This is an optimization exercise on Yosys and OpenROAD, whose aim is small area and a short achievable clock period, not a production implementation.
No run shown here included a check of the RTL's function; only the layout flow was run.
No activity file was given, so power comes from the tool's default toggle rates.

## flow/design.v (module list and top-level ports; edited modules follow where they fit)
// module full_adder: 10 lines
// module half_adder: 9 lines
// module mult32x32: 3726 lines
// module mul_ao21: 3 lines
module mult32x32 (
  input              i_clk     ,
  input              i_rstn    ,
  input  wire        i_multa_ns,
  input  wire        i_multb_ns,
  input  wire [31:0] i_multa   ,
  input  wire [31:0] i_multb   ,
  output wire [63:0] o_product
);
  // ...
==> flow/run.sh <==
#!/bin/bash
# synth_recipe.tcl (not shown) runs the flow's synth.tcl, then flattens the netlist and writes it again
# the make line also repeats each setting of config.mk as NAME=value (left out here)
make -C /OpenROAD-flow-scripts/flow DESIGN_CONFIG=/design/flow/config.mk WORK_HOME=/design/flow/orfs CLKGATE_MAP_FILE= SYNTH_SCRIPT=/design/flow/synth_recipe.tcl finish
==> flow/config.mk <==
export PLATFORM = sky130hd
export DESIGN_NAME = mult32x32
export DESIGN_NICKNAME = mult32x32
export VERILOG_FILES = /design/flow/design.v
export SDC_FILE = /design/flow/constraint.sdc
export NUM_CORES = 4
export LEC_CHECK = 0
export CAP_MARGIN = 20
export CORE_MARGIN = 2
export CORE_UTILIZATION = 40
export SETUP_SLACK_MARGIN = 1.9
export SLEW_MARGIN = 20
export SYNTH_HIERARCHICAL = 1
export TNS_END_PERCENT = 100
==> flow/constraint.sdc <==
create_clock -name core_clock -period 4.0 [get_ports {i_clk}]
set_input_delay 0.8000 -clock core_clock [delete_from_list [all_inputs] [get_ports {i_clk}]]
set_output_delay 0.8000 -clock core_clock [all_outputs]
set_load 0.01 [all_outputs]
==> qor.yml, run 1 <==
status:
  run_status: "complete, no violations"
pwr:
  seq_cell_power_mw: 16.2
  cellInternalPower_mw: 25.15
  pwr-share-clk_pct: 24.1
  power.share.combinational_pct: 33.1
  power.static_leakage_nw: 21.62
logic_synthesis:
  biggest_area_contributors_in_the_synthesized_netlist: "dfxtp_1, fa_1, a221oi_2, xnor2_1, a22o_1"
  yosys.area_share.simple_pct: 3.520
  synth_compound_area_share_pct: 21.77
  synth.area.mux_share_pct: 0
critical_path:
  buffers_plus_inverters_on_the_worst_setup_path: 3
  critPathLaunchType: "flip-flop"
drt:
  route.detailed.vias_per_inst: 5.486
clocking:
  max-clock-path-buffers: 3
  num_cts_buffers: 97
  cts.root.buffer_cell: "clkbuf_16"
global_routing:
  use_met2_pct: 30.79
  grt_util_met1_pct: 29.46
  grt_use_met3_pct: 5.044
sta:
  slew_headroom_pct: 39.89
  period_minus_slack_ns: 2.132
  part_of_the_cycle_the_worst_path_needs_pct: 53.29
floorplan:
  die-area_mm2: 0.1158
placed_design:
  placement.cell_area_mm2: 0.04709
hold_path:
  min_path_type: "primary input to flip-flop"
cells_and_area:
  layout-drive-gt1-share_pct: 23.38
==> run 2, diff against run 1 <==
--- a/flow/config.mk
+++ b/flow/config.mk
@@ -9,3 +9,4 @@
 export CORE_MARGIN = 2
-export CORE_UTILIZATION = 40
+export CORE_UTILIZATION = 50
+export CTS_CLUSTER_SIZE = 30
 export SETUP_SLACK_MARGIN = 1.9
==> qor.yml, run 2 <==
status:
  run_status: "complete, no violations"
cells_and_area:
  number_of_flip_flops_in_the_largest_register: 64
  multi_input_area_mm2: 0.02397
  layout-drive-gt1-share_pct: 23.38  # about the same
  most_common_library_cell_in_the_layout_ignoring_fill_and_taps: "dfxtp_1"
  top_register_by_number_of_flip_flops: "prod_q"
  n_fill_cell: 7325
  layout_common_cells: "dfxtp_1, xnor2_1, a22o_1"
  nNetsFinal: 4089
  signed_area_change_from_the_synthesized_netlist_to_the_final_layout_pct: 13.82
  ff_latch_area_mm2: 0.01937
  biggestRegsByFlops: "prod_q (64), vld (7)"
  layout.cells.non_filler: 4831
pwr:
  max-vdd-ir-drop_v: 0.0004469
  power.static_leakage_nw: 21.79  # +0.79%
  power_density_mw_per_mm2: 744.7
global_routing:
  grt_pass1_wl_mm: 195.0
  grt_usage_pct: 27.91
  antenna_violations_before_repair: 18
  first_global_vias: 29530
  globalRouteOverflowTotal: 0
  maximum_number_of_pins_on_one_net_before_global_route_repair: 66
logic_synthesis:
  biggest_area_contributors_in_the_synthesized_netlist: "dfxtp_1, fa_1, a221oi_2, xnor2_1, a22o_1"
  synth_enable_flop_cells: 0
  syn_avg_cell_area_um2: 12.82
  synth.cell_area_mm2: 0.04525
  synthesized_netlist_cell_count: 3530
  synth-main-ff-cell: "dfxtp_1"
  synth_sequential_area_ratio_pct: 42.24
  area_fraction_of_the_dominant_cell_type_after_synthesis_pct: 41.85
  synthMostInstantiatedCell: "dfxtp_1"
  synth_cell_types: 31
  yosys_warnings: 7
  synth_common_cells: "dfxtp_1, xnor2_1, a22o_1, a221oi_2, fa_1"
  ff_latch_count_synth: 953
  postSynth.asyncResetShare_pct: 0.7345
  synthDominantAreaCellType: "dfxtp_1"
drt:
  wirelength_mm: 134.5
  route.vias.total: 29450
  drt_first_iter_violations: 3175
  route.detailed.vias_per_inst: 6.096  # +11%
  post-route-drc-count: 0
  avgRoutedWirePerCell_um: 27.83
  drtAntennaViolNets: 0
  detailedRoute.firstPassIterationCount: 8
sta:
  totalNegativeSetupSlack_ns: 0
  part_of_the_cycle_the_worst_path_needs_pct: 55.01  # +1.7 points
  maxClockFrequency_mhz: 454.5
  transition_time_at_the_pin_with_the_least_slew_margin_ns: 0.8878
  setup_viol: 0
  clock-skew-final_ns: 0.03588
  final_max_slew_viol_count: 0
  period_minus_slack_ns: 2.200  # +0.06864 ns
  rsz0062_at_grt: "true"
  slew_headroom_pct: 40.73  # +0.84 points
  final_hold_viol_count: 0
placed_design:
  io_buffers: 131
  dp_hpwl_mm: 87.87
  placed_cell_count: 4595
  final_weighted_congestion_of_routability_driven_global_placement: 0.9151
clocking:
  cts.root.buffer_cell: "clkbuf_16"
  max-clock-path-buffers: 3  # unchanged
  holdBufCountCts: 0
  clkLatencyLatePin_ns: 0.68
  cts_num_sinks: 953
  cts_max_level: 3
  cts_tree: "built"
  clk_pin_slew_ns: 0.07
  num_cts_buffers: 94  # -3.1%
critical_path:
  cp_max_fo: 15
  critical_path_arrival_ns: 2.72
  cp.required_ns: 4.52
  critPathLaunchType: "flip-flop"
  critical_path.cell_chain: "a22o_1 -> a221oi_2 -> xnor2_1 -> fa_1"
  worst_path_max_delay_cell: "dfxtp_2"
  crit_type: "flip-flop to flip-flop"
  cpPeakStageDelay_ns: 0.62
  worst_setup_path_end_kind: "flip-flop"
floorplan:
  initial_core_util_pct: 50.35
  fp.dieH_um: 304.8
  design.portCount: 132
  floorplan.rows: 110
  die_w_um: 304.8
  core_area_mm2: 0.08987
  die-area_mm2: 0.09293  # -20%
hold_path:
  min_path_type: "primary input to flip-flop"
job:
  timing.max_cap.violations: 0
==> run 2: cell count changes in the layout (fill, tap and decap cells not counted), moves of 8 or more <==
cell             change
clkbuf_8             +9
dlygate4sd2_1       +38
clkbuf_16           -11
clkbuf_1             -8
dfxtp_1              -8
clkdlybuf4s15_1     -32
==> run 2: timing repair <==
| item | CTS | global route |
|---|---|---|
| setup buffers | 15 | 44 |
| pin swaps | 8 | 15 |
| endpoints found under the setup margin | 316 | 92 |
| resized for setup | 264 | 82 |
| endpoints found under the hold margin | 0 | 0 |
| cloned | 2 | 1 |
==> run 2: through the flow <==
stage / hold WS [ns] / cell area [µm²] / setup slack, ns / power [mW] / utilization (%)
3_5_place_dp: 0.3121 / 46780 / 0.8345 / 29.06 / 52.06
5_1_grt: 0.3032 / 51500 / 1.837 / 40.90 / 57.30
6_report: 0.3110 / 51510 / 1.800 / 38.36 / 57.31
2_1_floorplan: 0.3096 / 45350 / 1.616 / 23.91 / -
3_3_place_gp: 0.3099 / 46780 / 0.8872 / 28.72 / 52.05
4_1_cts: 0.3215 / 50780 / 1.748 / 38.42 / 56.50
==> run 2: path summary, 6_finish.rpt <==
check,from,end,slack [ns],cells after the start
setup / recovery,s1_349$_DFF_P_,s2_1178$_DFF_P_,1.80,4
hold / removal,i_multa[9],s1_282$_DFF_P_,0.31,1
setup reg to reg,s1_349$_DFF_P_,s2_1178$_DFF_P_,1.80,4
hold reg to reg,s4_1986$_DFF_P_,s5_2203$_DFF_P_,0.32,0
max in group asynchronous,i_rstn,vld[6]$_DFF_PN0_,3.25,2
min in group asynchronous,i_rstn,vld[3]$_DFF_PN0_,0.61,2
==> run 2: kinds of logic (layout without fill, tap and decap cells) <==
| kind of cell | Yosys count | count (layout) | share of synthesized area [%] |
|---|---|---|---|
| other cells | 2 | 6 | 0.01659 |
| fa+ha+maj | 444 | 444 | 17.10 |
| xor+xnor | 484 | 484 | 9.367 |
| compound gates | 928 | 929 | 21.77 |
| flops | 953 | 953 | 42.24 |
| buf+inv | 438 | 558 | 5.991 |
| simple gates | 281 | 281 | 3.520 |
==> run 2: critical path, delay by kind of cell, from the launching register on <==
family | cells | cell delay [ns]
flops | 1 | 0.62
compound gates | 2 | 0.28
xor+xnor | 1 | 0.55
fa+ha+maj | 1 | 0.58
==> run 2: modules after synthesis (local to each module, per instance) <==
module / cell area, µm² / cells / flip-flops and latches
mult32x32: 37790 / 3039 / 953
full_adder: 20.02 / 1 / 0
half_adder: 12.51 / 1 / 0
mul_ao21: 7.507 / 1 / 0
==> run 2: final cells by class <==
| cell class | instances | area share [%] |
|---|---|---|
| multi-input combinational | 2141 | 46.53 |
| sequential | 953 | 37.61 |
| timing repair buffer | 321 | 6.139 |
| clock buffer | 133 | 5.320 |
| tap | 1176 | 2.857 |
| clock inverter | 38 | 1.042 |
| inverter | 66 | 0.4810 |
| antenna | 3 | 0.01458 |
==> run 2: layer usage <==
| layer | vias up | share of wire (%) | GRT usage, % |
|---|---|---|---|
| met2 | 1663 | 41 | 40.28 |
| met3 | 347 | 11 | 7.385 |
| li1 | 12740 | - | - |
| met4 | 6 | 3.7 | 9.222 |
| met1 | 14700 | 45 | 40.46 |
| met5 | - | 0.023 | 0 |
==> run 2: report_power, final <==
part           switching (mW)  leakage, nW  internal, mW  total, mW
Sequential               2.63         8.07          13.8       16.4
Clock                    3.70         1.62          5.45       9.15
Combinational            6.72         12.1          6.08       12.8
Total                    13.0         21.8          25.3       38.4

## afterwards: timing with drivers on the ports
In the flow no input, the clock included, has a driving cell. The finished layouts below were timed again as built, in two steps. Step 1, drivers: a clkbuf_16 drives i_clk and a buf_2 each remaining input, both assumed. Step 2 moves the port delays by t, midway between the first and last clock arrival at a register: inputs arrive t later, outputs are due t later. That takes back most of the time a late clock gives input paths. Slacks: no drivers / after step 1 / after step 2; pairs: no drivers / after step 1.
run | t (ns) | slack for setup (ns) | pins driven straight from the clock port
run 1 | 0.744 | 1.868 / 1.868 / 1.247 | 1
run 2 | 0.741 | 1.800 / 1.800 / 1.221 | 1
After both steps every run listed still meets setup and hold. For run 1, which loses most, drivers alone change the setup slack by 0.000 ns; drivers and shift together by -0.621 ns.
